What follows belongs to an exercise in optimizing a design on an open flow for a short achievable clock period and few clock cycles; a production flow would make more cautious choices.
At most, simulation tests tie the RTL to the original design; equivalence was not proved.
Power figures rest on the tool's default switching activity, not on a simulated workload.

== old ==
==> flow/design.v <==
module RV32I(clk,rst,imem_addr,imem_rdata,dmem_addr,dmem_wdata,dmem_size,dmem_we,dmem_rdata);
input clk,rst;
input[31:0] imem_rdata,dmem_rdata;
output[31:0] imem_addr,dmem_addr,dmem_wdata;
output[1:0] dmem_size;
output dmem_we;
reg [31:0] pc_f;
reg        v_d, p_d;
reg [31:0] ir_d, pc_d;
localparam NB = 8;
reg [NB-1:0] bv;
reg [29:0]   btag [0:NB-1];
reg [31:0]   btgt [0:NB-1];
reg [2:0]    bptr;
reg        rw_e, st_e, ld_e, br_e;
reg [4:0]  rd_e;
reg [2:0]  f3_e;
reg [31:0] opa_e, opb_e, sd_e, tgt_e;
reg        fa_m, fa_w, fb_m, fb_w, fs_m, fs_w;
reg        s_add, s_sub, s_sll, s_slt, s_sltu, s_xor, s_srl, s_or, s_and;
reg        rw_m, ld_m, we_m;
reg [4:0]  rd_m;
reg [2:0]  f3_m;
reg [1:0]  size_m;
reg [31:0] res_m, sd_m;
reg        rw_w;
reg [4:0]  rd_w;
reg [31:0] res_w;
reg [31:0] rf [1:31];
wire [6:0] op  = ir_d[6:0];
wire [2:0] f3  = ir_d[14:12];
wire [4:0] rs1 = ir_d[19:15];
wire [4:0] rs2 = ir_d[24:20];
wire [4:0] rd  = ir_d[11:7];
wire is_r   = op == 7'b0110011;
wire is_i   = op == 7'b0010011;
wire is_ld  = op == 7'b0000011;
wire is_st  = op == 7'b0100011;
wire is_br  = op == 7'b1100011;
wire is_jal = op == 7'b1101111;
wire is_lui = op == 7'b0110111;
wire br_same = is_br & (rs1 == rs2);
wire br_cond = is_br & ~br_same;
wire use1 = is_r | is_i | is_ld | is_st | br_cond;
wire use2 = is_r | br_cond;
wire rw_d = (is_r | is_i | is_ld | is_jal | is_lui) & (rd != 5'd0);
wire [31:0] imm_i = {{20{ir_d[31]}}, ir_d[31:20]};
wire [31:0] imm_s = {{20{ir_d[31]}}, ir_d[31:25], ir_d[11:7]};
wire [31:0] imm_b = {{19{ir_d[31]}}, ir_d[31], ir_d[7], ir_d[30:25], ir_d[11:8], 1'b0};
wire [31:0] imm_j = {{11{ir_d[31]}}, ir_d[31], ir_d[19:12], ir_d[20], ir_d[30:21], 1'b0};
wire [31:0] imm_u = {ir_d[31:12], 12'b0};
wire [31:0] tgt_d = pc_d + (is_jal ? imm_j : imm_b);
wire [31:0] rf1 = (rs1 == 5'd0) ? 32'd0 : rf[rs1];
wire [31:0] rf2 = (rs2 == 5'd0) ? 32'd0 : rf[rs2];
wire [31:0] rv1 = (rw_w && rd_w == rs1) ? res_w : rf1;
wire [31:0] rv2 = (rw_w && rd_w == rs2) ? res_w : rf2;
wire [31:0] opa_d = is_jal ? pc_d : is_lui ? 32'd0 : rv1;
wire [31:0] opb_d = is_jal ? 32'd4 : is_lui ? imm_u : is_st ? imm_s :
                    (is_i | is_ld) ? imm_i : rv2;
wire alu_rr = is_r | is_i;
wire d_add  = is_ld | is_st | is_jal | is_lui | (alu_rr & f3 == 3'd0 & ~(is_r & ir_d[30]));
wire d_sub  = is_r & f3 == 3'd0 & ir_d[30];
wire d_fa_m = use1 & rw_e & (rd_e == rs1);
wire d_fa_w = use1 & rw_m & (rd_m == rs1);
wire d_fb_m = use2 & rw_e & (rd_e == rs2);
wire d_fb_w = use2 & rw_m & (rd_m == rs2);
wire d_fs_m = is_st & rw_e & (rd_e == rs2);
wire d_fs_w = is_st & rw_m & (rd_m == rs2);
wire redir_e;
wire stall   = v_d & ld_e & rw_e & ((use1 & rd_e == rs1) | (use2 & rd_e == rs2));
wire jmp_d   = is_jal | br_same;
wire redir_d = v_d & (jmp_d ^ p_d) & ~redir_e;
wire learn_d = v_d & jmp_d & ~p_d & ~redir_e;
wire bubble  = redir_e | stall | ~v_d;
assign imem_addr = pc_f;
reg [NB-1:0] bhit;
reg [31:0]   bt_f;
integer k;
always @(*) begin
	bt_f = 32'd0;
	for (k = 0; k < NB; k = k + 1) begin
		bhit[k] = bv[k] & (btag[k] == pc_f[31:2]);
		bt_f = bt_f | ({32{bhit[k]}} & btgt[k]);
	end
end
wire hit_f = |bhit;
always @(posedge clk or posedge rst) begin
	if (rst) begin
		pc_f <= 32'd0;
		v_d  <= 1'b0;
		p_d  <= 1'b0;
	end else if (redir_e) begin
		pc_f <= tgt_e;
		v_d  <= 1'b0;
		p_d  <= 1'b0;
	end else if (!stall) begin
		pc_f <= redir_d ? (jmp_d ? tgt_d : pc_d + 32'd4) : hit_f ? bt_f : pc_f + 32'd4;
		v_d  <= ~redir_d;
		p_d  <= ~redir_d & hit_f;
	end
end
always @(posedge clk or posedge rst) begin
	if (rst) begin
		bv   <= {NB{1'b0}};
		bptr <= 3'd0;
	end else if (learn_d) begin
		bv[bptr] <= 1'b1;
		bptr     <= bptr + 3'd1;
	end
end
always @(posedge clk) begin
	if (learn_d) begin
		btag[bptr] <= pc_d[31:2];
		btgt[bptr] <= tgt_d;
	end
end
always @(posedge clk) begin
	if (!stall) begin
		ir_d <= imem_rdata;
		pc_d <= pc_f;
	end
end
always @(posedge clk or posedge rst) begin
	if (rst) begin
		rw_e <= 1'b0; st_e <= 1'b0; ld_e <= 1'b0; br_e <= 1'b0;
	end else begin
		rw_e <= ~bubble & rw_d;
		st_e <= ~bubble & is_st;
		ld_e <= ~bubble & is_ld;
		br_e <= ~bubble & br_cond;
	end
end
always @(posedge clk) begin
	rd_e  <= rd;
	f3_e  <= f3;
	opa_e <= opa_d;
	opb_e <= opb_d;
	sd_e  <= rv2;
	tgt_e <= tgt_d;
	fa_m  <= d_fa_m;
	fa_w  <= ~d_fa_m & d_fa_w;
	fb_m  <= d_fb_m;
	fb_w  <= ~d_fb_m & d_fb_w;
	fs_m  <= d_fs_m;
	fs_w  <= ~d_fs_m & d_fs_w;
	s_add  <= d_add;
	s_sub  <= d_sub;
	s_sll  <= alu_rr & f3 == 3'd1;
	s_slt  <= alu_rr & f3 == 3'd2;
	s_sltu <= alu_rr & f3 == 3'd3;
	s_xor  <= alu_rr & f3 == 3'd4;
	s_srl  <= alu_rr & f3 == 3'd5;
	s_or   <= alu_rr & f3 == 3'd6;
	s_and  <= alu_rr & f3 == 3'd7;
end
wire [31:0] resm_fin;
wire [31:0] A  = fa_m ? res_m : fa_w ? res_w : opa_e;
wire [31:0] B  = fb_m ? res_m : fb_w ? res_w : opb_e;
wire [31:0] SD = fs_m ? resm_fin : fs_w ? res_w : sd_e;
assign redir_e = br_e & (A == B);
wire [31:0] sum  = A + B;
wire [31:0] diff = A - B;
wire        lt   = $signed(A) < $signed(B);
wire        ltu  = B < A;
wire [31:0] shl  = A << B[4:0];
wire [31:0] shr  = A >> B[4:0];
wire [31:0] res_e = ({32{s_add}}  & sum)  |
                    ({32{s_sub}}  & diff) |
                    ({32{s_sll}}  & shl)  |
                    ({32{s_slt}}  & {31'd0, lt})  |
                    ({32{s_sltu}} & {31'd0, ltu}) |
                    ({32{s_xor}}  & (A ^ B)) |
                    ({32{s_srl}}  & shr)  |
                    ({32{s_or}}   & (A | B)) |
                    ({32{s_and}}  & (A & B));
always @(posedge clk or posedge rst) begin
	if (rst) begin
		rw_m <= 1'b0; ld_m <= 1'b0; we_m <= 1'b0;
	end else begin
		rw_m <= rw_e;
		ld_m <= ld_e;
		we_m <= st_e;
	end
end
always @(posedge clk) begin
	rd_m  <= rd_e;
	f3_m  <= f3_e;
	size_m <= (f3_e == 3'd0) ? 2'd1 : (f3_e == 3'd1) ? 2'd2 : 2'd3;
	res_m <= res_e;
	sd_m  <= SD;
end
assign dmem_addr  = res_m;
assign dmem_wdata = sd_m;
assign dmem_size  = size_m;
assign dmem_we    = we_m;
wire [31:0] ldv = (f3_m == 3'd0) ? {{24{dmem_rdata[7]}}, dmem_rdata[7:0]} :
                  (f3_m == 3'd1) ? {{16{dmem_rdata[15]}}, dmem_rdata[15:0]} :
                  dmem_rdata;
assign resm_fin = ld_m ? ldv : res_m;
always @(posedge clk or posedge rst) begin
	if (rst) rw_w <= 1'b0;
	else     rw_w <= rw_m;
end
always @(posedge clk) begin
	rd_w  <= rd_m;
	res_w <= resm_fin;
end
always @(posedge clk) begin
	if (rw_w) rf[rd_w] <= res_w;
end
endmodule
Settings: LEC_CHECK=0, ABC_CLOCK_PERIOD_IN_PS=2500, CAP_MARGIN=20, CORE_MARGIN=2, CORE_UTILIZATION=40, SETUP_SLACK_MARGIN=5, SLEW_MARGIN=20; clock period 9.0 ns.
run.sh (not shown) runs the stock make flow with config.mk's settings and CLKGATE_MAP_FILE= SYNTH_SCRIPT=/design/flow/synth_recipe.tcl, a recipe that flattens the netlist after the stock synthesis.
old finished every step from synthesis to the final layout, and the layout passed the timing, DRC and antenna checks.
Testbench counts of old, summed over its fixed seeds: cycles 26,761.
Relative to old, the following input files were edited for new:
diff --git a/flow/design.v b/flow/design.v
--- a/flow/design.v
+++ b/flow/design.v
@@ -5,13 +5,8 @@
 output[1:0] dmem_size;
 output dmem_we;
 reg [31:0] pc_f;
-reg        v_d, p_d;
+reg        v_d;
 reg [31:0] ir_d, pc_d;
-localparam NB = 8;
-reg [NB-1:0] bv;
-reg [29:0]   btag [0:NB-1];
-reg [31:0]   btgt [0:NB-1];
-reg [2:0]    bptr;
 reg        rw_e, st_e, ld_e, br_e;
 reg [4:0]  rd_e;
 reg [2:0]  f3_e;
@@ -68,50 +63,19 @@
 wire d_fs_w = is_st & rw_m & (rd_m == rs2);
 wire redir_e;
 wire stall   = v_d & ld_e & rw_e & ((use1 & rd_e == rs1) | (use2 & rd_e == rs2));
-wire jmp_d   = is_jal | br_same;
-wire redir_d = v_d & (jmp_d ^ p_d) & ~redir_e;
-wire learn_d = v_d & jmp_d & ~p_d & ~redir_e;
+wire redir_d = v_d & (is_jal | br_same) & ~redir_e;
 wire bubble  = redir_e | stall | ~v_d;
 assign imem_addr = pc_f;
-reg [NB-1:0] bhit;
-reg [31:0]   bt_f;
-integer k;
-always @(*) begin
-	bt_f = 32'd0;
-	for (k = 0; k < NB; k = k + 1) begin
-		bhit[k] = bv[k] & (btag[k] == pc_f[31:2]);
-		bt_f = bt_f | ({32{bhit[k]}} & btgt[k]);
-	end
-end
-wire hit_f = |bhit;
 always @(posedge clk or posedge rst) begin
 	if (rst) begin
 		pc_f <= 32'd0;
 		v_d  <= 1'b0;
-		p_d  <= 1'b0;
 	end else if (redir_e) begin
 		pc_f <= tgt_e;
 		v_d  <= 1'b0;
-		p_d  <= 1'b0;
 	end else if (!stall) begin
-		pc_f <= redir_d ? (jmp_d ? tgt_d : pc_d + 32'd4) : hit_f ? bt_f : pc_f + 32'd4;
+		pc_f <= redir_d ? tgt_d : pc_f + 32'd4;
 		v_d  <= ~redir_d;
-		p_d  <= ~redir_d & hit_f;
-	end
-end
-always @(posedge clk or posedge rst) begin
-	if (rst) begin
-		bv   <= {NB{1'b0}};
-		bptr <= 3'd0;
-	end else if (learn_d) begin
-		bv[bptr] <= 1'b1;
-		bptr     <= bptr + 3'd1;
-	end
-end
-always @(posedge clk) begin
-	if (learn_d) begin
-		btag[bptr] <= pc_d[31:2];
-		btgt[bptr] <= tgt_d;
 	end
 end
 always @(posedge clk) begin
## What came out
- Comparing the two runs side by side, new comes out ahead of old on power in the clock group.
- old -> new: total internal power decreased by more than 10%
- For the clock-buffer cell count, new came in 21% lower than old did.
- old -> new: post-cts gate resize count decreased by more than half
- Compared with old, new shows a lower minimum period implied by the final worst setup slack.
- Per the comparison of new with old, sum of routed wire length over all layers decreased 24%; post-synthesis sequential element count decreased 508; setup slack after layout increased 0.31 ns; post-synthesis to final-layout area growth decreased 1.9 points; sequential cell count decreased 508.
- new vs. old: total power draw now sits lower; critical path depth went up.
- | instance area after placement | higher: old |
Only the layout flow was run in new; the RTL was not checked for function there.

[re-timing with driven ports]
How much do the figures lean on ideal ports? The routed layouts below were timed once more, with nothing changed but the port constraints.
Step 1 sets driving cells, clkbuf_16 on the clock port and buf_2 on the other inputs (assumed; they add their load-dependent delay and slew).
Step 2 moves the port delays by t, midway between the first and last clock arrival at a register: inputs arrive t later, outputs are due t later. That takes back most of the time a late clock gives input paths.
Three values: ideal, step 1, step 2; two values: the first two.
run | t, ns | setup slack, ns | worst register clock-pin slew, ns
old | 0.915 | 4.601 / 4.601 / 4.601 | 0.07 / 0.07
new | 0.879 | 4.915 / 4.915 / 4.915 | 0.07 / 0.07
After both steps every run listed still meets setup and hold.
